Source: an optimization exercise on an open RTL-to-GDS flow (aim: small area). Production flows keep margins and buffers that such runs may drop. The RTL was checked by simulation tests, not by an equivalence proof against the original design. Power figures rest on the tool's default switching activity, not on a simulated workload.

## config.mk

```make
export PLATFORM = sky130hd
export DESIGN_NAME = alu
export DESIGN_NICKNAME = alu
export VERILOG_FILES = /design/flow/design.v
export SDC_FILE = /design/flow/constraint.sdc
export NUM_CORES = 8
export LEC_CHECK = 0
export CAP_MARGIN = 20
export CORE_MARGIN = 2
export CORE_UTILIZATION = 40
export GPL_TIMING_DRIVEN = 0
export SLEW_MARGIN = 20
```

## constraint.sdc

```tcl
create_clock -name core_clock -period 7.0 [get_ports {i_clk}]
set_input_delay 1.4000 -clock core_clock [delete_from_list [all_inputs] [get_ports {i_clk}]]
set_output_delay 1.4000 -clock core_clock [all_outputs]
set_load 0.01 [all_outputs]
```

## design.v

```verilog
module alu (
	input			i_clk,
	input			i_rst_n,
	input			i_valid,
	input	signed	[7:0]	i_data_a,
	input	signed	[7:0]	i_data_b,
	input		[2:0]	i_inst,
	output			o_valid,
	output		[7:0]	o_data
);
reg		o_valid_r;
reg	[7:0]	o_data_r;
reg	[7:0]	res;
assign o_valid = o_valid_r;
assign o_data  = o_data_r;
wire [7:0] a = i_data_a;
wire [7:0] b = i_data_b;
wire       sub = i_inst[0];
wire [7:0] bx  = b ^ {8{sub}};
wire [8:0] cy;
wire [7:0] s;
assign cy[0] = sub;
genvar gi;
generate for (gi = 0; gi < 8; gi = gi + 1) begin : g_add
	assign s[gi] = a[gi] ^ bx[gi] ^ cy[gi];
	assign cy[gi+1] = (a[gi] & bx[gi]) | (a[gi] & cy[gi]) | (bx[gi] & cy[gi]);
end endgenerate
wire       aovf = cy[8] ^ cy[7];
wire       s8   = s[7] ^ aovf;
	wire bo1 = b[0] ^ 1'b0;
	wire bt2 = (b[1] & ~b[0] & ~1'b0) | (~b[1] & b[0] & 1'b0);
	wire bz3 = bo1 | bt2;
	wire bp4 = (((bo1 & a[0]) | (bt2 & 1'b0)) ^ b[1]);
	wire bp5 = (((bo1 & a[1]) | (bt2 & a[0])) ^ b[1]);
	wire bp6 = (((bo1 & a[2]) | (bt2 & a[1])) ^ b[1]);
	wire bp7 = (((bo1 & a[3]) | (bt2 & a[2])) ^ b[1]);
	wire bp8 = (((bo1 & a[4]) | (bt2 & a[3])) ^ b[1]);
	wire bp9 = (((bo1 & a[5]) | (bt2 & a[4])) ^ b[1]);
	wire bp10 = (((bo1 & a[6]) | (bt2 & a[5])) ^ b[1]);
	wire bp11 = (((bo1 & a[7]) | (bt2 & a[6])) ^ b[1]);
	wire bp12 = ~(((bo1 & a[7]) | (bt2 & a[7])) ^ b[1]);
	wire bn13 = b[1];
	wire bo14 = b[2] ^ b[1];
	wire bt15 = (b[3] & ~b[2] & ~b[1]) | (~b[3] & b[2] & b[1]);
	wire bz16 = bo14 | bt15;
	wire bp17 = (((bo14 & a[0]) | (bt15 & 1'b0)) ^ b[3]);
	wire bp18 = (((bo14 & a[1]) | (bt15 & a[0])) ^ b[3]);
	wire bp19 = (((bo14 & a[2]) | (bt15 & a[1])) ^ b[3]);
	wire bp20 = (((bo14 & a[3]) | (bt15 & a[2])) ^ b[3]);
	wire bp21 = (((bo14 & a[4]) | (bt15 & a[3])) ^ b[3]);
	wire bp22 = (((bo14 & a[5]) | (bt15 & a[4])) ^ b[3]);
	wire bp23 = (((bo14 & a[6]) | (bt15 & a[5])) ^ b[3]);
	wire bp24 = (((bo14 & a[7]) | (bt15 & a[6])) ^ b[3]);
	wire bp25 = ~(((bo14 & a[7]) | (bt15 & a[7])) ^ b[3]);
	wire bn26 = b[3];
	wire bo27 = b[4] ^ b[3];
	wire bt28 = (b[5] & ~b[4] & ~b[3]) | (~b[5] & b[4] & b[3]);
	wire bz29 = bo27 | bt28;
	wire bp30 = (((bo27 & a[0]) | (bt28 & 1'b0)) ^ b[5]);
	wire bp31 = (((bo27 & a[1]) | (bt28 & a[0])) ^ b[5]);
	wire bp32 = (((bo27 & a[2]) | (bt28 & a[1])) ^ b[5]);
	wire bp33 = (((bo27 & a[3]) | (bt28 & a[2])) ^ b[5]);
	wire bp34 = (((bo27 & a[4]) | (bt28 & a[3])) ^ b[5]);
	wire bp35 = (((bo27 & a[5]) | (bt28 & a[4])) ^ b[5]);
	wire bp36 = (((bo27 & a[6]) | (bt28 & a[5])) ^ b[5]);
	wire bp37 = (((bo27 & a[7]) | (bt28 & a[6])) ^ b[5]);
	wire bp38 = ~(((bo27 & a[7]) | (bt28 & a[7])) ^ b[5]);
	wire bn39 = b[5];
	wire bo40 = b[6] ^ b[5];
	wire bt41 = (b[7] & ~b[6] & ~b[5]) | (~b[7] & b[6] & b[5]);
	wire bz42 = bo40 | bt41;
	wire bp43 = (((bo40 & a[0]) | (bt41 & 1'b0)) ^ b[7]);
	wire bp44 = (((bo40 & a[1]) | (bt41 & a[0])) ^ b[7]);
	wire bp45 = (((bo40 & a[2]) | (bt41 & a[1])) ^ b[7]);
	wire bp46 = (((bo40 & a[3]) | (bt41 & a[2])) ^ b[7]);
	wire bp47 = (((bo40 & a[4]) | (bt41 & a[3])) ^ b[7]);
	wire bp48 = (((bo40 & a[5]) | (bt41 & a[4])) ^ b[7]);
	wire bp49 = (((bo40 & a[6]) | (bt41 & a[5])) ^ b[7]);
	wire bp50 = (((bo40 & a[7]) | (bt41 & a[6])) ^ b[7]);
	wire bp51 = ~(((bo40 & a[7]) | (bt41 & a[7])) ^ b[7]);
	wire bn52 = b[7];
	wire nx53 = ~(a[7] ^ b[7]);
	wire kc54 = bn13 | nx53;
	wire ks55 = ~(bn13 ^ nx53);
	wire ac56 = ks55 & bp4;
	wire kc57 = kc54 | bp5;
	wire ks58 = ~(kc54 ^ bp5);
	wire ac59 = ac56 & ks58;
	wire kc60 = bn26 | bp17;
	wire ks61 = ~(bn26 ^ bp17);
	wire fs62 = bp6 ^ kc57 ^ ks61;
	wire fc63 = (bp6 & kc57) | (bp6 & ks61) | (kc57 & ks61);
	wire ac64 = ac59 & fs62;
	wire kc65 = bp18 | bp7;
	wire ks66 = ~(bp18 ^ bp7);
	wire fs67 = kc60 ^ ks66 ^ fc63;
	wire fc68 = (kc60 & ks66) | (kc60 & fc63) | (ks66 & fc63);
	wire ac69 = ac64 & fs67;
	wire fs70 = bn39 ^ bp19 ^ bp30;
	wire fc71 = (bn39 & bp19) | (bn39 & bp30) | (bp19 & bp30);
	wire fs72 = bp8 ^ kc65 ^ fs70;
	wire fc73 = (bp8 & kc65) | (bp8 & fs70) | (kc65 & fs70);
	wire mc74 = (fs72 & fc68) | (fs72 & ac69) | (fc68 & ac69);
	wire fs75 = bp20 ^ bp31 ^ bp9;
	wire fc76 = (bp20 & bp31) | (bp20 & bp9) | (bp31 & bp9);
	wire fs77 = fc71 ^ fs75 ^ fc73;
	wire fc78 = (fc71 & fs75) | (fc71 & fc73) | (fs75 & fc73);
	wire fs79 = bn52 ^ bp10 ^ bp21;
	wire fc80 = (bn52 & bp10) | (bn52 & bp21) | (bp10 & bp21);
	wire fs81 = bp32 ^ bp43 ^ fc76;
	wire fc82 = (bp32 & bp43) | (bp32 & fc76) | (bp43 & fc76);
	wire fs83 = fs79 ^ fs81 ^ fc78;
	wire fc84 = (fs79 & fs81) | (fs79 & fc78) | (fs81 & fc78);
	wire fs85 = bp11 ^ bp22 ^ bp33;
	wire fc86 = (bp11 & bp22) | (bp11 & bp33) | (bp22 & bp33);
	wire fs87 = bp44 ^ fc80 ^ fs85;
	wire fc88 = (bp44 & fc80) | (bp44 & fs85) | (fc80 & fs85);
	wire fs89 = fc82 ^ fs87 ^ fc84;
	wire fc90 = (fc82 & fs87) | (fc82 & fc84) | (fs87 & fc84);
	wire kc91 = bp12 | bp23;
	wire ks92 = ~(bp12 ^ bp23);
	wire fs93 = bp34 ^ bp45 ^ ks92;
	wire fc94 = (bp34 & bp45) | (bp34 & ks92) | (bp45 & ks92);
	wire fs95 = fc86 ^ fs93 ^ fc88;
	wire fc96 = (fc86 & fs93) | (fc86 & fc88) | (fs93 & fc88);
	wire kc97 = bp24 | bp35;
	wire ks98 = ~(bp24 ^ bp35);
	wire fs99 = bp46 ^ kc91 ^ ks98;
	wire fc100 = (bp46 & kc91) | (bp46 & ks98) | (kc91 & ks98);
	wire fs101 = fc94 ^ fs99 ^ fc96;
	wire fc102 = (fc94 & fs99) | (fc94 & fc96) | (fs99 & fc96);
	wire fs103 = bp25 ^ bp36 ^ bp47;
	wire fc104 = (bp25 & bp36) | (bp25 & bp47) | (bp36 & bp47);
	wire fs105 = kc97 ^ fs103 ^ fc100;
	wire fc106 = (kc97 & fs103) | (kc97 & fc100) | (fs103 & fc100);
	wire kc107 = bp37 | bp48;
	wire ks108 = ~(bp37 ^ bp48);
	wire fs109 = ks108 ^ fc104 ^ fc106;
	wire fc110 = (ks108 & fc104) | (ks108 & fc106) | (fc104 & fc106);
	wire fs111 = bp38 ^ bp49 ^ kc107;
	wire fc112 = (bp38 & bp49) | (bp38 & kc107) | (bp49 & kc107);
	wire hs113 = bp50 ^ fc112;
	wire hc114 = bp50 & fc112;
	wire cp115 = fs77 ^ mc74;
	wire cg116 = fs77 & mc74;
	wire cp117 = fs83 ^ 1'b0;
	wire cg118 = fs83 & 1'b0;
	wire cp119 = fs89 ^ 1'b0;
	wire cg120 = fs89 & 1'b0;
	wire cp121 = fs95 ^ fc90;
	wire cg122 = fs95 & fc90;
	wire cp123 = fs101 ^ 1'b0;
	wire cg124 = fs101 & 1'b0;
	wire cp125 = fs105 ^ fc102;
	wire cg126 = fs105 & fc102;
	wire cp127 = fs109 ^ 1'b0;
	wire cg128 = fs109 & 1'b0;
	wire cp129 = fs111 ^ fc110;
	wire cg130 = fs111 & fc110;
	wire cp131 = hs113 ^ 1'b1;
	wire cg132 = hs113 & 1'b1;
	wire cp133 = bp51 ^ hc114;
	wire cg134 = bp51 & hc114;
	wire cp135 = 1'b1 ^ 1'b0;
	wire cg136 = 1'b1 & 1'b0;
	wire ps137 = cp115 ^ 1'b0;
	wire pc138 = cg116 | (cp115 & 1'b0);
	wire ps139 = cp117 ^ pc138;
	wire pc140 = cg118 | (cp117 & pc138);
	wire ps141 = cp119 ^ pc140;
	wire pc142 = cg120 | (cp119 & pc140);
	wire ps143 = cp121 ^ pc142;
	wire pc144 = cg122 | (cp121 & pc142);
	wire ps145 = cp123 ^ pc144;
	wire pc146 = cg124 | (cp123 & pc144);
	wire ps147 = cp125 ^ pc146;
	wire pc148 = cg126 | (cp125 & pc146);
	wire ps149 = cp127 ^ pc148;
	wire pc150 = cg128 | (cp127 & pc148);
	wire ps151 = cp129 ^ pc150;
	wire pc152 = cg130 | (cp129 & pc150);
	wire ps153 = cp131 ^ pc152;
	wire pc154 = cg132 | (cp131 & pc152);
	wire ps155 = cp133 ^ pc154;
	wire pc156 = cg134 | (cp133 & pc154);
	wire ps157 = cp135 ^ pc156;
	wire pc158 = cg136 | (cp135 & pc156);
	wire o1159 = (cp129 ^ 1'b0) | (cp131 ^ (cg130 | (cp129 & 1'b0))) | (cp133 ^ (cg132 | (cp131 & (cg130 | (cp129 & 1'b0)))));
	wire o2160 = (cp129 ^ 1'b0) & (cp131 ^ (cg130 | (cp129 & 1'b0))) & (cp133 ^ (cg132 | (cp131 & (cg130 | (cp129 & 1'b0)))));
	wire o1161 = (cp129 ^ 1'b1) | (cp131 ^ (cg130 | (cp129 & 1'b1))) | (cp133 ^ (cg132 | (cp131 & (cg130 | (cp129 & 1'b1)))));
	wire o2162 = (cp129 ^ 1'b1) & (cp131 ^ (cg130 | (cp129 & 1'b1))) & (cp133 ^ (cg132 | (cp131 & (cg130 | (cp129 & 1'b1)))));
	wire movf163 = pc150 ? (o1161 & ~o2162) : (o1159 & ~o2160);
wire [15:5] pr = {ps157, ps155, ps153, ps151, ps149, ps147, ps145, ps143, ps141, ps139, ps137};
wire       msgn = a[7] ^ b[7];
wire       movf = movf163;
wire       sg_hi  = ~a[7] & a[6];
wire       sg_mid = ~(a[7] ^ a[6]);
wire [7:0] sig_res = {2'b00, sg_hi, sg_mid & ~a[6], a[5:2] & {4{sg_mid}}};
wire [15:0] rr = {a, a} >> b[2:0];
wire [7:0] ror_res = rr[7:0];
wire       is_as  = (i_inst[2:1] == 2'b00);
wire       is_mul = (i_inst == 3'd2);
wire       sat    = (is_as & aovf) | (is_mul & movf);
wire       sgn    = is_mul ? msgn : s8;
wire       ok_as  = is_as & ~aovf;
wire       ok_mul = is_mul & ~movf;
wire       e_nand = (i_inst == 3'd3);
wire       e_xnor = (i_inst == 3'd4);
wire       e_sig  = (i_inst == 3'd5);
wire       e_rlo  = (i_inst == 3'd6) & ~b[2];
wire       e_rhi  = (i_inst == 3'd6) & b[2];
wire       e_mina = (i_inst == 3'd7) & s8;
wire       e_minb = (i_inst == 3'd7) & ~s8;
wire [15:0] r2 = {a, a} >> b[1:0];
wire [7:0] rq = r2[7:0];
wire [7:0] rqh = {rq[3:0], rq[7:4]};
wire [7:0] satv = {sgn, {7{~sgn}}};
always @(*)
	res = ({8{sat}} & satv) | ({8{ok_as}} & s) | ({8{ok_mul}} & pr[12:5])
	    | ({8{e_nand}} & ~(a & b)) | ({8{e_xnor}} & ~(a ^ b)) | ({8{e_sig}} & sig_res)
	    | ({8{e_rlo}} & rq) | ({8{e_rhi}} & rqh) | ({8{e_mina}} & a) | ({8{e_minb}} & b);
always @(posedge i_clk or negedge i_rst_n) begin
	if (!i_rst_n)
		o_valid_r <= 1'b0;
	else
		o_valid_r <= i_valid;
end
always @(posedge i_clk)
	o_data_r <= res;
endmodule
```

## flow/run.sh

```bash
#!/bin/bash
set -euo pipefail
W=$PWD
export FLOW_WORK=$W
export FLOW_ABC_SCRIPTS="$W/flow/abc/a1.abc $W/flow/abc/a2.abc $W/flow/abc/a3.abc $W/flow/abc/a4.abc $W/flow/abc/a5.abc"
LIB=$FLOW_HOME/platforms/sky130hd/lib/sky130_fd_sc_hd__tt_025C_1v80.lib

# impl.v must do what design.v does: prove it before laying it out
cat > equiv.ys <<EOY
read_liberty -ignore_miss_func $LIB
read_verilog -sv $W/design.v
rename alu gold
read_verilog -sv $W/flow/impl.v
proc; flatten; opt_clean
rename alu gate
miter -equiv -flatten -make_assert gold gate miter
hierarchy -top miter
flatten; async2sync; opt -fast
sat -verify -prove-asserts -set-init-zero -seq 2 -show-inputs miter
EOY
yosys -l equiv.log -q -s equiv.ys > /dev/null

MK=(make -C "$FLOW_HOME" DESIGN_CONFIG="$W/config.mk" WORK_HOME="$W/orfs"
    CLKGATE_MAP_FILE= SYNTH_SCRIPT="$W/flow/synth.tcl"
    VERILOG_FILES="$W/flow/impl.v" ADDER_MAP_FILE=
    "BUFFER_PORTS_ARGS=-buffer_cell sky130_fd_sc_hd__buf_1"
    "CTS_ARGS=-sink_clustering_enable -repair_clock_nets -dont_use_dummy_load -buf_list sky130_fd_sc_hd__clkbuf_2 -root_buf sky130_fd_sc_hd__clkbuf_4")
if ! "${MK[@]}" synth > make_synth.log 2>&1; then
  # an ABC script can abort on some inputs: retry with the scripts that do not use &deepsyn
  rm -rf "$W/orfs/results" "$W/orfs/logs" "$W/orfs/reports" "$W/orfs/objects"
  export FLOW_ABC_SCRIPTS="$W/flow/abc/a2.abc $W/flow/abc/a3.abc"
  "${MK[@]}" synth > make_synth_retry.log 2>&1
fi
"${MK[@]}" finish > make_finish.log 2>&1
R=$W/orfs/results/sky130hd/alu/base
: # left out here: write the final layout as DEF
```

## flow/abc/a1.abc

```
strash
balance; rewrite; refactor; balance; rewrite; rewrite -z; balance; refactor -z; rewrite -z; balance
&get -n
&deepsyn -T 60
&put
balance; rewrite; refactor; balance; rewrite; rewrite -z; balance; refactor -z; rewrite -z; balance
dch -f
amap
topo
mfs3 -ae -H 6 -R 4
mfs3 -ae -H 6 -R 4 -r
```

## flow/abc/a2.abc

```
strash
balance -l; resub -K 6 -l; rewrite -l; resub -K 6 -N 2 -l; refactor -l; resub -K 8 -l; balance -l; resub -K 8 -N 2 -l; rewrite -l; resub -K 10 -l; rewrite -z -l; resub -K 10 -N 2 -l; balance -l; resub -K 12 -l; refactor -z -l; resub -K 12 -N 2 -l; rewrite -z -l; balance -l
balance -l; resub -K 6 -l; rewrite -l; resub -K 6 -N 2 -l; refactor -l; resub -K 8 -l; balance -l; resub -K 8 -N 2 -l; rewrite -l; resub -K 10 -l; rewrite -z -l; resub -K 10 -N 2 -l; balance -l; resub -K 12 -l; refactor -z -l; resub -K 12 -N 2 -l; rewrite -z -l; balance -l
dch -f
amap
topo
mfs3 -ae -H 6 -R 4
mfs3 -ae -H 6 -R 4 -r
```

## flow/abc/a3.abc

```
strash
balance; rewrite; refactor; balance; rewrite; rewrite -z; balance; refactor -z; rewrite -z; balance
balance; rewrite; refactor; balance; rewrite; rewrite -z; balance; refactor -z; rewrite -z; balance
dch -f
amap
topo
mfs3 -ae -H 6 -R 4
mfs3 -ae -H 6 -R 4 -r
```

## flow/abc/a4.abc

```
strash
balance; rewrite; refactor; balance; rewrite; rewrite -z; balance; refactor -z; rewrite -z; balance
&get -n
&deepsyn -T 60
&put
balance; rewrite; refactor; balance; rewrite; rewrite -z; balance; refactor -z; rewrite -z; balance
dch -f
amap
```

## flow/abc/a5.abc

```
strash
balance; rewrite; refactor; balance; rewrite; rewrite -z; balance; refactor -z; rewrite -z; balance
&get -n
&deepsyn -T 60
&put
balance; rewrite; refactor; balance; rewrite; rewrite -z; balance; refactor -z; rewrite -z; balance
dch -f
amap -F 4 -A 10
topo
mfs3 -ae -H 6 -R 4
mfs3 -ae -H 6 -R 4 -r
```

## flow/impl.v

```verilog
// generated by gen/gen.py (impl ops=aoi2 pol=0 top3=1 booth=1)
module alu (
	input			i_clk,
	input			i_rst_n,
	input			i_valid,
	input	signed	[7:0]	i_data_a,
	input	signed	[7:0]	i_data_b,
	input		[2:0]	i_inst,
	output			o_valid,
	output		[7:0]	o_data
);
reg		o_valid_r;
reg	[7:0]	o_data_r;
reg	[7:0]	res;

assign o_valid = o_valid_r;
assign o_data  = o_data_r;

wire [7:0] a = i_data_a;
wire [7:0] b = i_data_b;

// add / sub / compare share one ripple adder; s8 is the true sign
wire       sub = i_inst[0];
wire [7:0] bx  = b ^ {8{sub}};
wire [8:0] cy;
wire [7:0] s;
assign cy[0] = sub;
genvar gi;
generate for (gi = 0; gi < 8; gi = gi + 1) begin : g_add
	assign s[gi] = a[gi] ^ bx[gi] ^ cy[gi];
	assign cy[gi+1] = (a[gi] & bx[gi]) | (a[gi] & cy[gi]) | (bx[gi] & cy[gi]);
end endgenerate
wire       aovf = cy[8] ^ cy[7];
wire       s8   = s[7] ^ aovf;
// multiply: pr = (a*b + 15 + (a*b >= 0)) >> 5, saturated
	wire bo1 = b[0] ^ 1'b0;
	wire bt2 = (b[1] & ~b[0] & ~1'b0) | (~b[1] & b[0] & 1'b0);
	wire bz3 = bo1 | bt2;
	wire bp4 = (((bo1 & a[0]) | (bt2 & 1'b0)) ^ b[1]);
	wire bp5 = (((bo1 & a[1]) | (bt2 & a[0])) ^ b[1]);
	wire bp6 = (((bo1 & a[2]) | (bt2 & a[1])) ^ b[1]);
	wire bp7 = (((bo1 & a[3]) | (bt2 & a[2])) ^ b[1]);
	wire bp8 = (((bo1 & a[4]) | (bt2 & a[3])) ^ b[1]);
	wire bp9 = (((bo1 & a[5]) | (bt2 & a[4])) ^ b[1]);
	wire bp10 = (((bo1 & a[6]) | (bt2 & a[5])) ^ b[1]);
	wire bp11 = (((bo1 & a[7]) | (bt2 & a[6])) ^ b[1]);
	wire bp12 = ~(((bo1 & a[7]) | (bt2 & a[7])) ^ b[1]);
	wire bn13 = b[1];
	wire bo14 = b[2] ^ b[1];
	wire bt15 = (b[3] & ~b[2] & ~b[1]) | (~b[3] & b[2] & b[1]);
	wire bz16 = bo14 | bt15;
	wire bp17 = (((bo14 & a[0]) | (bt15 & 1'b0)) ^ b[3]);
	wire bp18 = (((bo14 & a[1]) | (bt15 & a[0])) ^ b[3]);
	wire bp19 = (((bo14 & a[2]) | (bt15 & a[1])) ^ b[3]);
	wire bp20 = (((bo14 & a[3]) | (bt15 & a[2])) ^ b[3]);
	wire bp21 = (((bo14 & a[4]) | (bt15 & a[3])) ^ b[3]);
	wire bp22 = (((bo14 & a[5]) | (bt15 & a[4])) ^ b[3]);
	wire bp23 = (((bo14 & a[6]) | (bt15 & a[5])) ^ b[3]);
	wire bp24 = (((bo14 & a[7]) | (bt15 & a[6])) ^ b[3]);
	wire bp25 = ~(((bo14 & a[7]) | (bt15 & a[7])) ^ b[3]);
	wire bn26 = b[3];
	wire bo27 = b[4] ^ b[3];
	wire bt28 = (b[5] & ~b[4] & ~b[3]) | (~b[5] & b[4] & b[3]);
	wire bz29 = bo27 | bt28;
	wire bp30 = (((bo27 & a[0]) | (bt28 & 1'b0)) ^ b[5]);
	wire bp31 = (((bo27 & a[1]) | (bt28 & a[0])) ^ b[5]);
	wire bp32 = (((bo27 & a[2]) | (bt28 & a[1])) ^ b[5]);
	wire bp33 = (((bo27 & a[3]) | (bt28 & a[2])) ^ b[5]);
	wire bp34 = (((bo27 & a[4]) | (bt28 & a[3])) ^ b[5]);
	wire bp35 = (((bo27 & a[5]) | (bt28 & a[4])) ^ b[5]);
	wire bp36 = (((bo27 & a[6]) | (bt28 & a[5])) ^ b[5]);
	wire bp37 = (((bo27 & a[7]) | (bt28 & a[6])) ^ b[5]);
	wire bp38 = ~(((bo27 & a[7]) | (bt28 & a[7])) ^ b[5]);
	wire bn39 = b[5];
	wire bo40 = b[6] ^ b[5];
	wire bt41 = (b[7] & ~b[6] & ~b[5]) | (~b[7] & b[6] & b[5]);
	wire bz42 = bo40 | bt41;
	wire bp43 = (((bo40 & a[0]) | (bt41 & 1'b0)) ^ b[7]);
	wire bp44 = (((bo40 & a[1]) | (bt41 & a[0])) ^ b[7]);
	wire bp45 = (((bo40 & a[2]) | (bt41 & a[1])) ^ b[7]);
	wire bp46 = (((bo40 & a[3]) | (bt41 & a[2])) ^ b[7]);
	wire bp47 = (((bo40 & a[4]) | (bt41 & a[3])) ^ b[7]);
	wire bp48 = (((bo40 & a[5]) | (bt41 & a[4])) ^ b[7]);
	wire bp49 = (((bo40 & a[6]) | (bt41 & a[5])) ^ b[7]);
	wire bp50 = (((bo40 & a[7]) | (bt41 & a[6])) ^ b[7]);
	wire bp51 = ~(((bo40 & a[7]) | (bt41 & a[7])) ^ b[7]);
	wire bn52 = b[7];
	wire nx53 = ~(a[7] ^ b[7]);
	wire kc54 = bn13 | nx53;
	wire ks55 = ~(bn13 ^ nx53);
	wire ac56 = ks55 & bp4;
	wire kc57 = kc54 | bp5;
	wire ks58 = ~(kc54 ^ bp5);
	wire ac59 = ac56 & ks58;
	wire kc60 = bn26 | bp17;
	wire ks61 = ~(bn26 ^ bp17);
	wire fs62, fc63;
	sky130_fd_sc_hd__fa_1 u_fs62 (.A(bp6), .B(kc57), .CIN(ks61), .SUM(fs62), .COUT(fc63));
	wire ac64 = ac59 & fs62;
	wire kc65 = bp18 | bp7;
	wire ks66 = ~(bp18 ^ bp7);
	wire fs67, fc68;
	sky130_fd_sc_hd__fa_1 u_fs67 (.A(kc60), .B(ks66), .CIN(fc63), .SUM(fs67), .COUT(fc68));
	wire ac69 = ac64 & fs67;
	wire fs70, fc71;
	sky130_fd_sc_hd__fa_1 u_fs70 (.A(bn39), .B(bp19), .CIN(bp30), .SUM(fs70), .COUT(fc71));
	wire fs72, fc73;
	sky130_fd_sc_hd__fa_1 u_fs72 (.A(bp8), .B(kc65), .CIN(fs70), .SUM(fs72), .COUT(fc73));
	wire mc74 = (fs72 & fc68) | (fs72 & ac69) | (fc68 & ac69);
	wire fs75, fc76;
	sky130_fd_sc_hd__fa_1 u_fs75 (.A(bp20), .B(bp31), .CIN(bp9), .SUM(fs75), .COUT(fc76));
	wire fs77, fc78;
	sky130_fd_sc_hd__fa_1 u_fs77 (.A(fc71), .B(fs75), .CIN(fc73), .SUM(fs77), .COUT(fc78));
	wire fs79, fc80;
	sky130_fd_sc_hd__fa_1 u_fs79 (.A(bn52), .B(bp10), .CIN(bp21), .SUM(fs79), .COUT(fc80));
	wire fs81, fc82;
	sky130_fd_sc_hd__fa_1 u_fs81 (.A(bp32), .B(bp43), .CIN(fc76), .SUM(fs81), .COUT(fc82));
	wire fs83, fc84;
	sky130_fd_sc_hd__fa_1 u_fs83 (.A(fs79), .B(fs81), .CIN(fc78), .SUM(fs83), .COUT(fc84));
	wire fs85, fc86;
	sky130_fd_sc_hd__fa_1 u_fs85 (.A(bp11), .B(bp22), .CIN(bp33), .SUM(fs85), .COUT(fc86));
	wire fs87, fc88;
	sky130_fd_sc_hd__fa_1 u_fs87 (.A(bp44), .B(fc80), .CIN(fs85), .SUM(fs87), .COUT(fc88));
	wire fs89, fc90;
	sky130_fd_sc_hd__fa_1 u_fs89 (.A(fc82), .B(fs87), .CIN(fc84), .SUM(fs89), .COUT(fc90));
	wire kc91 = bp12 | bp23;
	wire ks92 = ~(bp12 ^ bp23);
	wire fs93, fc94;
	sky130_fd_sc_hd__fa_1 u_fs93 (.A(bp34), .B(bp45), .CIN(ks92), .SUM(fs93), .COUT(fc94));
	wire fs95, fc96;
	sky130_fd_sc_hd__fa_1 u_fs95 (.A(fc86), .B(fs93), .CIN(fc88), .SUM(fs95), .COUT(fc96));
	wire kc97 = bp24 | bp35;
	wire ks98 = ~(bp24 ^ bp35);
	wire fs99, fc100;
	sky130_fd_sc_hd__fa_1 u_fs99 (.A(bp46), .B(kc91), .CIN(ks98), .SUM(fs99), .COUT(fc100));
	wire fs101, fc102;
	sky130_fd_sc_hd__fa_1 u_fs101 (.A(fc94), .B(fs99), .CIN(fc96), .SUM(fs101), .COUT(fc102));
	wire fs103, fc104;
	sky130_fd_sc_hd__fa_1 u_fs103 (.A(bp25), .B(bp36), .CIN(bp47), .SUM(fs103), .COUT(fc104));
	wire fs105, fc106;
	sky130_fd_sc_hd__fa_1 u_fs105 (.A(kc97), .B(fs103), .CIN(fc100), .SUM(fs105), .COUT(fc106));
	wire kc107 = bp37 | bp48;
	wire ks108 = ~(bp37 ^ bp48);
	wire fs109, fc110;
	sky130_fd_sc_hd__fa_1 u_fs109 (.A(ks108), .B(fc104), .CIN(fc106), .SUM(fs109), .COUT(fc110));
	wire fs111, fc112;
	sky130_fd_sc_hd__fa_1 u_fs111 (.A(bp38), .B(bp49), .CIN(kc107), .SUM(fs111), .COUT(fc112));
	wire hs113, hc114;
	sky130_fd_sc_hd__ha_1 u_hs113 (.A(bp50), .B(fc112), .SUM(hs113), .COUT(hc114));
	wire cp115 = fs77 ^ mc74;
	wire cg116 = fs77 & mc74;
	wire cp117 = fs83 ^ 1'b0;
	wire cg118 = fs83 & 1'b0;
	wire cp119 = fs89 ^ 1'b0;
	wire cg120 = fs89 & 1'b0;
	wire cp121 = fs95 ^ fc90;
	wire cg122 = fs95 & fc90;
	wire cp123 = fs101 ^ 1'b0;
	wire cg124 = fs101 & 1'b0;
	wire cp125 = fs105 ^ fc102;
	wire cg126 = fs105 & fc102;
	wire cp127 = fs109 ^ 1'b0;
	wire cg128 = fs109 & 1'b0;
	wire cp129 = fs111 ^ fc110;
	wire cg130 = fs111 & fc110;
	wire cp131 = hs113 ^ 1'b1;
	wire cg132 = hs113 & 1'b1;
	wire cp133 = bp51 ^ hc114;
	wire cg134 = bp51 & hc114;
	wire cp135 = 1'b1 ^ 1'b0;
	wire cg136 = 1'b1 & 1'b0;
	wire ps137 = cp115 ^ 1'b0;
	wire pc138 = cg116 | (cp115 & 1'b0);
	wire ps139 = cp117 ^ pc138;
	wire pc140 = cg118 | (cp117 & pc138);
	wire ps141 = cp119 ^ pc140;
	wire pc142 = cg120 | (cp119 & pc140);
	wire ps143 = cp121 ^ pc142;
	wire pc144 = cg122 | (cp121 & pc142);
	wire ps145 = cp123 ^ pc144;
	wire pc146 = cg124 | (cp123 & pc144);
	wire ps147 = cp125 ^ pc146;
	wire pc148 = cg126 | (cp125 & pc146);
	wire ps149 = cp127 ^ pc148;
	wire pc150 = cg128 | (cp127 & pc148);
	wire ps151 = cp129 ^ pc150;
	wire pc152 = cg130 | (cp129 & pc150);
	wire ps153 = cp131 ^ pc152;
	wire pc154 = cg132 | (cp131 & pc152);
	wire ps155 = cp133 ^ pc154;
	wire pc156 = cg134 | (cp133 & pc154);
	wire ps157 = cp135 ^ pc156;
	wire pc158 = cg136 | (cp135 & pc156);
	wire o1159 = (cp129 ^ 1'b0) | (cp131 ^ (cg130 | (cp129 & 1'b0))) | (cp133 ^ (cg132 | (cp131 & (cg130 | (cp129 & 1'b0)))));
	wire o2160 = (cp129 ^ 1'b0) & (cp131 ^ (cg130 | (cp129 & 1'b0))) & (cp133 ^ (cg132 | (cp131 & (cg130 | (cp129 & 1'b0)))));
	wire o1161 = (cp129 ^ 1'b1) | (cp131 ^ (cg130 | (cp129 & 1'b1))) | (cp133 ^ (cg132 | (cp131 & (cg130 | (cp129 & 1'b1)))));
	wire o2162 = (cp129 ^ 1'b1) & (cp131 ^ (cg130 | (cp129 & 1'b1))) & (cp133 ^ (cg132 | (cp131 & (cg130 | (cp129 & 1'b1)))));
	wire movf163 = pc150 ? (o1161 & ~o2162) : (o1159 & ~o2160);
wire [15:5] pr = {ps157, ps155, ps153, ps151, ps149, ps147, ps145, ps143, ps141, ps139, ps137};
wire       msgn = a[7] ^ b[7];
wire       movf = movf163;

// sigmoid
wire       sg_hi  = ~a[7] & a[6];
wire       sg_mid = ~(a[7] ^ a[6]);
wire [7:0] sig_res = {2'b00, sg_hi, sg_mid & ~a[6], a[5:2] & {4{sg_mid}}};

wire [15:0] rr = {a, a} >> b[2:0];
wire [7:0] ror_res = rr[7:0];

// one AND-OR plane: each result bit is an OR of gated terms
wire       is_as  = (i_inst[2:1] == 2'b00);
wire       is_mul = (i_inst == 3'd2);
wire       sat    = (is_as & aovf) | (is_mul & movf);
wire       sgn    = is_mul ? msgn : s8;
wire       ok_as  = is_as & ~aovf;
wire       ok_mul = is_mul & ~movf;
wire       e_nand = (i_inst == 3'd3);
wire       e_xnor = (i_inst == 3'd4);
wire       e_sig  = (i_inst == 3'd5);
wire       e_rlo  = (i_inst == 3'd6) & ~b[2];
wire       e_rhi  = (i_inst == 3'd6) & b[2];
wire       e_mina = (i_inst == 3'd7) & s8;
wire       e_minb = (i_inst == 3'd7) & ~s8;
wire [15:0] r2 = {a, a} >> b[1:0];
wire [7:0] rq = r2[7:0];
wire [7:0] rqh = {rq[3:0], rq[7:4]};
wire [7:0] satv = {sgn, {7{~sgn}}};
always @(*)
	res = ({8{sat}} & satv) | ({8{ok_as}} & s) | ({8{ok_mul}} & pr[12:5])
	    | ({8{e_nand}} & ~(a & b)) | ({8{e_xnor}} & ~(a ^ b)) | ({8{e_sig}} & sig_res)
	    | ({8{e_rlo}} & rq) | ({8{e_rhi}} & rqh) | ({8{e_mina}} & a) | ({8{e_minb}} & b);
always @(posedge i_clk or negedge i_rst_n) begin
	if (!i_rst_n)
		o_valid_r <= 1'b0;
	else
		o_valid_r <= i_valid;
end

always @(posedge i_clk)
	o_data_r <= res;

endmodule
```

## flow/synth.tcl

```tcl
proc abc {args} {
  set i [lsearch -exact $args -script]
  if {$i < 0 || [string match "*-fast*" $args]} {
    yosys abc {*}$args
    return
  }
  set j [lsearch -exact $args -D]
  if {$j >= 0} { set args [lreplace $args $j [expr {$j + 1}]] }
  set lib [lindex $::env(LIB_FILES) 0]
  yosys design -save flow_pre_abc
  set best ""
  foreach script $::env(FLOW_ABC_SCRIPTS) {
    yosys design -load flow_pre_abc
    lset args [expr {$i + 1}] $script
    puts "abc (flow wrapper): $script"
    if {[catch {yosys abc {*}$args} err]} {
      puts "abc (flow wrapper): $script failed: $err"
      continue
    }
    set st [tee -q -s result.string stat -liberty $lib]
    if {![regexp {Chip area for module [^:]*: ([0-9.]+)} $st -> area]} { error "no area after abc" }
    puts "abc (flow wrapper): $script gives cell area $area"
    if {$best eq "" || $area < $best} {
      set best $area
      yosys design -save flow_best_abc
    }
  }
  if {$best eq ""} { error "every ABC script failed" }
  yosys design -load flow_best_abc
  puts "abc (flow wrapper): kept cell area $best"
}
source $::env(FLOW_WORK)/synth_recipe.tcl
```

## standard.sh

```bash
#!/bin/bash
# synth_recipe.tcl (not shown) runs the flow's synth.tcl, then flattens the netlist and writes it again
# the make line also repeats each setting of config.mk as NAME=value (left out here)
make -C /OpenROAD-flow-scripts/flow DESIGN_CONFIG=/design/flow/config.mk WORK_HOME=/design/flow/orfs CLKGATE_MAP_FILE= SYNTH_SCRIPT=/design/flow/synth_recipe.tcl "${@:-finish}"
```

==> results.json, run 1 <==
{
  "status": "no timing/DRC/antenna violations",
  "post-route-period-util": 0.926,
  "rsz0062_at_grt": "false",
  "gp_congestion": 0.950,
  "cp.required_ps": 7150,
  "drt_iter0_markers": 287,
  "dr_total_vias": 2822,
  "final_hold_viol_count": 0,
  "cts.sinks": 9,
  "drc_errors": 0,
  "totalWireLength_mm": 7.49,
  "ctsHtreeMaxLevel": 1,
  "ys_seq_elements": 9,
  "final_common_cell": "o22ai_1",
  "antenna_found_initial": 0,
  "critPathLaunchType": "input pin",
  "max-cap-violations": 0,
  "vias_per_cell": 6.24,
  "arrival_ps": 6630,
  "drt_first_pass_iters": 5,
  "endpoint": "o_data_r[2]$_DFF_P_",
  "p_int_mw": 0.212,
  "start_util": 0.408,
  "numCtsBuffers": 3,
  "syn_area_per_cell_um2": 6.49,
  "p_comb_frac": 0.763,
  "fp.dieW_um": 78.5,
  "dp_hpwl_mm": 5.69,
  "critPathLaunch": "i_data_b[3]",
  "layout_common_cells": "58 x o22ai_1, 54 x o21ai_0, 50 x nor2_1, 40 x nand2_1, 25 x buf_1",
  "slew_viol_final": 0,
  "yosysSeqAreaShare": 0.0835,
  "core_mm2": 0.00544,
  "worst_pin_slew_ps": 756,
  "finalPower_mw": 0.455,
  "power_leakage_nw": 0.833,
  "power_frac_clock": 0.091,
  "timing.setup.tns_ps": 0,
  "ir_worst_vdd_v": 0.0000867,
  "cts_buffer_depth": 2,
  "ys_types": 33,
  "num-nets-final": 425,
  "wl_per_cell_um": 16.6,
  "yosysWarnings": 1,
  "worst_slack_ps": 519,
  "grt_start_max_net_pins": 24,
  "io_pins": 31,
  "grt_use_total": 0.252,
  "grt_pass1_wl_mm": 12.4,
  "clk_pin_slew_ps": 70,
  "dpl_worst_slack_ps": -1540,
  "power.switching_mw": 0.244,
  "hp-class": "input pin to asynchronous set/reset pin",
  "numPortBuffers": 30,
  "p_per_area_mw_per_mm2": 176,
  "ant_nets": 0,
  "syn_inst": 342,
  "syn-num-nets": 385,
  "rows": 27,
  "insertedDiodeCount": 0,
  "drive_above_1_share": 0.0711,
  "cts_tree": "done",
  "setup_viol": 0,
  "seq_power_share": 0.146,
  "area_growth_pct": 16.8,
  "cts_hold_buf": 0,
  "clock-root-buffer": "clkbuf_4",
  "dieArea_mm2": 0.00616,
  "maxSlewHeadroom": 0.493,
  "end_kind": "flip-flop",
  "die_h_um": 78.5,
  "syn_area_mm2": 0.00222,
  "period_needed_ps": 6480,
  "path_class": "input pin to flip-flop",
  "overflow": 0,
  "switching_share": 0.535,
  "max_freq_mhz": 154,
  "grt_pass1_vias": 2520,
  "cp_max_fo": 20
}
[kinds of logic (layout without fill, tap and decap cells)]
logic type,Yosys count,count (layout),synth area share
simple gates,119,119,0.231
buf+inv,24,62,0.0406
flops,9,9,0.0835
fa+ha+maj,21,21,0.186
compound gates,169,169,0.459
[timing repair]
action | CTS | global route
setup buffers | 0 | 5
setup endpoints to repair | 8 | 7
cloned | 0 | 0
resized for setup | 21 | 14
pin swaps | 0 | 2
[worst min-delay path by stage]
stage | start | to | slack [ps] | depth (start not counted)
2_1_floorplan | i_rst_n | o_valid_r$_DFF_PN0_ | 1100 | 0
3_3_place_gp | i_rst_n | o_valid_r$_DFF_PN0_ | 1160 | 1
3_5_place_dp | i_rst_n | o_valid_r$_DFF_PN0_ | 1160 | 1
4_1_cts | i_rst_n | o_valid_r$_DFF_PN0_ | 880 | 1
5_1_grt | i_rst_n | o_valid_r$_DFF_PN0_ | 870 | 1
6_report | i_rst_n | o_valid_r$_DFF_PN0_ | 860 | 1
[metal layers]
metal	track usage	part of all wire
met1	0.340	0.46
met2	0.434	0.46
met3	0.0126	0.056
met4	0.0789	0.019
met5	0	0
[critical path, cell delays in order]
cell and delay, ps:
buf_4 240, clkinv_2 260, a32oi_4 350, o22ai_1 140, a21oi_1 220, fa_1 460
fa_1 380, fa_1 390, fa_1 380, fa_1 380, nand2_1 80, o21ai_0 140
o21ai_1 240, nand2_1 140, o21ai_1 200, nand2_1 120, nand2_1 90, a32oi_1 100
or2_4 310, nand2_1 120, nor2b_2 90, or4_1 400
[per-stage QoR]
step	std cells	instance area (um2)	utilization	hold WS, ps
floorplan	342	2220	-	1100
global placement	444	2420	0.445	1160
detailed placement	444	2420	0.445	1160
CTS	447	2520	0.464	875
global route	452	2590	0.476	869
finish	452	2590	0.476	864
[power groups by stage]
stage	Sequential [mW]	Clock, mW	Combinational, mW
6_report	0.0664	0.0414	0.347
5_1_grt	0.0683	0.0442	0.398
4_1_cts	0.0668	0.0397	0.341
3_5_place_dp	0.0679	0	0.333
3_3_place_gp	0.0675	0	0.329
2_1_floorplan	0.0747	0	0.231
[state kept, by name, indices dropped and copies added, names as in the netlist]
register   flops
o_data_r       8
o_valid_r      1
[layout make-up]
cell class / count / area (um2)
clock buffers: 3 / 22.5
fillers: 585 / 2850
inverters: 24 / 105
multi-input cells: 309 / 2020
flip-flops and latches: 9 / 185
well taps: 72 / 90.1
repair buffers: 35 / 166
[synth_stat cells]
cell	n	share of area
a21o_1	1	0.0034
a32oi_1	3	0.012
dfxtp_1	8	0.072
nor2b_1	1	0.0028
dfrtp_1	1	0.011
nand2_1	40	0.068
a211oi_1	2	0.0068
o21ai_0	56	0.13
o2111ai_1	3	0.012
o22ai_1	61	0.17
nand4_1	3	0.0085
a22oi_1	1	0.0034
o221ai_1	4	0.016
ha_1	1	0.0056
o32a_1	1	0.0045
o21a_1	1	0.0034
or4_1	3	0.010
fa_1	20	0.18
o221a_1	1	0.0051
nor4_1	3	0.0085
a2111oi_0	2	0.0079
nor2_1	51	0.086
nor3_1	7	0.016
or2_0	6	0.017
or3_1	1	0.0028
o22a_1	2	0.0079
a21oi_1	24	0.054
nand3_1	3	0.0068
or4b_1	1	0.0045
o32ai_1	4	0.016
clkinv_1	24	0.041
a31oi_1	2	0.0056
o211ai_1	1	0.0034
==> inputs of run 2 (changes only) <==
--- a/flow/run.sh
+++ b/flow/run.sh
@@ -23,7 +23,7 @@
 MK=(make -C "$FLOW_HOME" DESIGN_CONFIG="$W/config.mk" WORK_HOME="$W/orfs"
     CLKGATE_MAP_FILE= SYNTH_SCRIPT="$W/flow/synth.tcl"
     VERILOG_FILES="$W/flow/impl.v" ADDER_MAP_FILE=
-    "BUFFER_PORTS_ARGS=-buffer_cell sky130_fd_sc_hd__buf_1"
+    "BUFFER_PORTS_ARGS=-buffer_cell sky130_fd_sc_hd__buf_1" SKIP_INCREMENTAL_REPAIR=1
     "CTS_ARGS=-sink_clustering_enable -repair_clock_nets -dont_use_dummy_load -buf_list sky130_fd_sc_hd__clkbuf_2 -root_buf sky130_fd_sc_hd__clkbuf_4")
 if ! "${MK[@]}" synth > make_synth.log 2>&1; then
   # an ABC script can abort on some inputs: retry with the scripts that do not use &deepsyn
--- a/config.mk
+++ b/config.mk
@@ -9,4 +9,5 @@
 export CORE_MARGIN = 2
 export CORE_UTILIZATION = 40
 export GPL_TIMING_DRIVEN = 0
+export SETUP_SLACK_MARGIN = 0.2
 export SLEW_MARGIN = 20
==> run 2 against run 1 <==
Compared with the run above:
- via count shrank 0.14%
- highest routed layer unchanged
- setup slack lost 250 ps
- hold slack improved by 1.2 ps
==> results.json, run 2 <==
{
  "yosys.area.top_type": "fa_1",
  "cp_max_fo": 20,
  "numCtsBuffers": 3,
  "die_h_um": 78.5,
  "power_frac_clock": 0.092,
  "arrival_ps": 6870,
  "hp-class": "input pin to asynchronous set/reset pin",
  "worst_pin_slew_ps": 764,
  "p_per_area_mw_per_mm2": 177,
  "synth_ff_type": "dfxtp_1",
  "synth_enable_flop_cells": 0,
  "clock-root-buffer": "clkbuf_4",
  "top_usage_layer": "met2",
  "ys_async_sr_fraction": 0.111,
  "switching_share": 0.537,
  "drt_first_pass_iters": 5,
  "final_cell_area_mm2": 0.00255,
  "dp_hpwl_mm": 5.69,
  "fp.dieW_um": 78.5,
  "power.switching_mw": 0.242,
  "worst_slack_ps": 269,
  "max-cap-violations": 0,
  "yosysWarnings": 1,
  "wl_per_cell_um": 16.8,
  "biggestRegsByFlops": "o_data_r (8), o_valid_r (1)",
  "dpl_worst_slack_ps": -1540,
  "grt_util_met2": 0.439,
  "maxSlewHeadroom": 0.489,
  "period_needed_ps": 6730,
  "cts-resized-gates": 28,
  "rows": 27,
  "totalWireLength_mm": 7.55,
  "dpl_cell_area_mm2": 0.00242,
  "cts_hold_buf": 0,
  "ctsHtreeMaxLevel": 1,
  "end_kind": "flip-flop",
  "p_int_mw": 0.209,
  "fin_cells": 448,
  "finalHoldWorstSlack_ps": 865,
  "seq_power_share": 0.147,
  "ys_seq_elements": 9,
  "insertedDiodeCount": 0,
  "synthDominantCellAreaShare": 0.180,
  "ir_worst_vdd_v": 0.0000843,
  "path_class": "input pin to flip-flop",
  "use_met3": 0.0149,
  "layout_common_cells": "59 x o22ai_1, 55 x o21ai_0, 50 x nor2_1, 40 x nand2_1, 25 x buf_1",
  "yosysSeqAreaShare": 0.0835,
  "critPathLaunchType": "input pin",
  "gp_congestion": 0.950,
  "dieArea_mm2": 0.00616,
  "cts_buffer_depth": 2,
  "grt_pass1_vias": 2566,
  "antenna_found_initial": 0,
  "overflow": 0,
  "status": "no timing/DRC/antenna violations",
  "p_comb_frac": 0.761,
  "numPortBuffers": 30,
  "largest_register_ffs": 8,
  "core_mm2": 0.00544,
  "dr_total_vias": 2818,
  "vias_per_cell": 6.29,
  "place_inst": 444,
  "post-route-period-util": 0.962,
  "max_freq_mhz": 149,
  "syn_area_mm2": 0.00222,
  "start_util": 0.408,
  "syn_area_per_cell_um2": 6.49,
  "final_hold_viol_count": 0,
  "grt_use_met1": 0.339,
  "slew_viol_final": 0,
  "num-nets-final": 421,
  "postCtsSetupRepairBufs": 1,
  "cts_tree": "done",
  "synth_most_common_cell": "o22ai_1",
  "clk_pin_slew_ps": 70,
  "setup_viol": 0,
  "io_pins": 31,
  "power_leakage_nw": 0.813,
  "synth_common_cells": "61 x o22ai_1, 56 x o21ai_0, 51 x nor2_1, 40 x nand2_1",
  "grt_pass1_wl_mm": 12.5,
  "drt_iter0_markers": 261,
  "area_growth_pct": 14.8,
  "final_common_cell": "o22ai_1",
  "top_register": "o_data_r",
  "syn-num-nets": 385,
  "cp.required_ps": 7140,
  "ant_nets": 0,
  "grt_start_max_net_pins": 24,
  "syn_inst": 342,
  "drc_errors": 0,
  "ys_types": 33,
  "netlist_top_cells_area": "fa_1 18%, o22ai_1 17%, o21ai_0 13%",
  "drive_above_1_share": 0.0505,
  "grt_use_total": 0.255,
  "cts.sinks": 9
}
==> run 2: cell counts after synthesis <==
No cell type changed its count.
==> run 2: layout make-up <==
| type | count | area, um2 |
|---|---|---|
| multi-input combinational | 309 | 2010 |
| timing repair buffer | 31 | 138 |
| inverter | 24 | 100 |
| fill | 595 | 2890 |
| clock buffer | 3 | 22.5 |
| tap | 72 | 90.1 |
| sequential | 9 | 185 |
==> run 2: critical path: stages <==
cell	delay, ps
buf_4	240
clkinv_2	260
a32oi_4	350
o22ai_1	140
a21oi_1	220
fa_1	450
fa_1	380
fa_1	380
fa_1	380
fa_1	380
nand2_1	80
o21ai_0	140
o21ai_1	240
nand2_1	140
o21ai_0	260
nand2_1	140
nand2_1	90
a32oi_1	90
or2_1	380
nand2_1	150
nor2b_1	130
or4_1	420
==> run 2: stage by stage <==
step	util	total power, mW	TNS, ps
2_1_floorplan	-	0.306	0
3_3_place_gp	0.445	0.396	-11290
3_5_place_dp	0.445	0.401	-11790
4_1_cts	0.468	0.450	0
5_1_grt	0.468	0.506	-1410
6_report	0.468	0.450	0
==> run 2: worst max-delay path by stage <==
stage / from / end / depth (start not counted)
global placement: i_data_b[1] / o_data_r[1]$_DFF_P_ / 23
floorplan: i_data_b[1] / o_data_r[2]$_DFF_P_ / 20
detailed placement: i_data_b[1] / o_data_r[1]$_DFF_P_ / 22
global route: i_data_b[0] / o_data_r[4]$_DFF_P_ / 20
finish: i_data_b[3] / o_data_r[2]$_DFF_P_ / 22
CTS: i_data_b[3] / o_data_r[2]$_DFF_P_ / 22
==> run 2: metal layers <==
layer / share of wire / wire, um / up-vias
met5: 0 / 0 / -
met4: 0.013 / 96 / 0
met3: 0.055 / 417 / 9
met2: 0.47 / 3580 / 121
met1: 0.46 / 3450 / 1278
li1: - / - / 1410
==> run 2: power groups by stage <==
| stage | Clock (mW) | Combinational (mW) | Sequential (mW) |
|---|---|---|---|
| 2_1_floorplan | 0 | 0.231 | 0.0747 |
| 3_3_place_gp | 0 | 0.329 | 0.0675 |
| 3_5_place_dp | 0 | 0.333 | 0.0679 |
| 4_1_cts | 0.0397 | 0.343 | 0.0668 |
| 5_1_grt | 0.0442 | 0.393 | 0.0683 |
| 6_report | 0.0413 | 0.343 | 0.0664 |
==> run 2: cell families after synthesis <==
group | synth area share
AO/OA/AOI/OAI | 0.459
AND/OR/NAND/NOR | 0.231
flip-flops | 0.0835
adder cells (fa/ha/maj) | 0.186
buffers and inverters | 0.0406

what the ideal ports hide:
How much do the figures lean on ideal ports? The routed layouts below were timed once more, with nothing changed but the port constraints. Step 1 (the two cells are an assumption about what drives the block):
set clk [get_ports {i_clk}]
set_driving_cell -lib_cell sky130_fd_sc_hd__clkbuf_16 $clk
set_driving_cell -lib_cell sky130_fd_sc_hd__buf_2 [delete_from_list [all_inputs] $clk]
Step 2 times the ports against the registers' clock, not the clock port: input delays grow and output delays shrink by t, the midpoint of the rising clock arrivals with the driver on. Slacks: ideal ports / drivers / drivers and shift; pairs: ideal ports / drivers.
| run | t, ns | slack for setup (ns) | hold slack, ns | worst register clock-pin slew, ns | cell pins on the clock port's net |
|---|---|---|---|---|---|
| run 1 | 0.300 | 0.519 / 0.516 / 0.216 | 0.864 / 0.869 / 1.169 | 0.07 / 0.07 | 1 |
| run 2 | 0.294 | 0.269 / 0.265 / -0.029 | 0.865 / 0.873 / 1.167 | 0.07 / 0.07 | 1 |
With both steps, setup timing fails in run 2, where it was met with ideal ports. The setup slack of run 1, which loses most, moves by -0.003 ns with the drivers and by -0.303 ns with both steps.
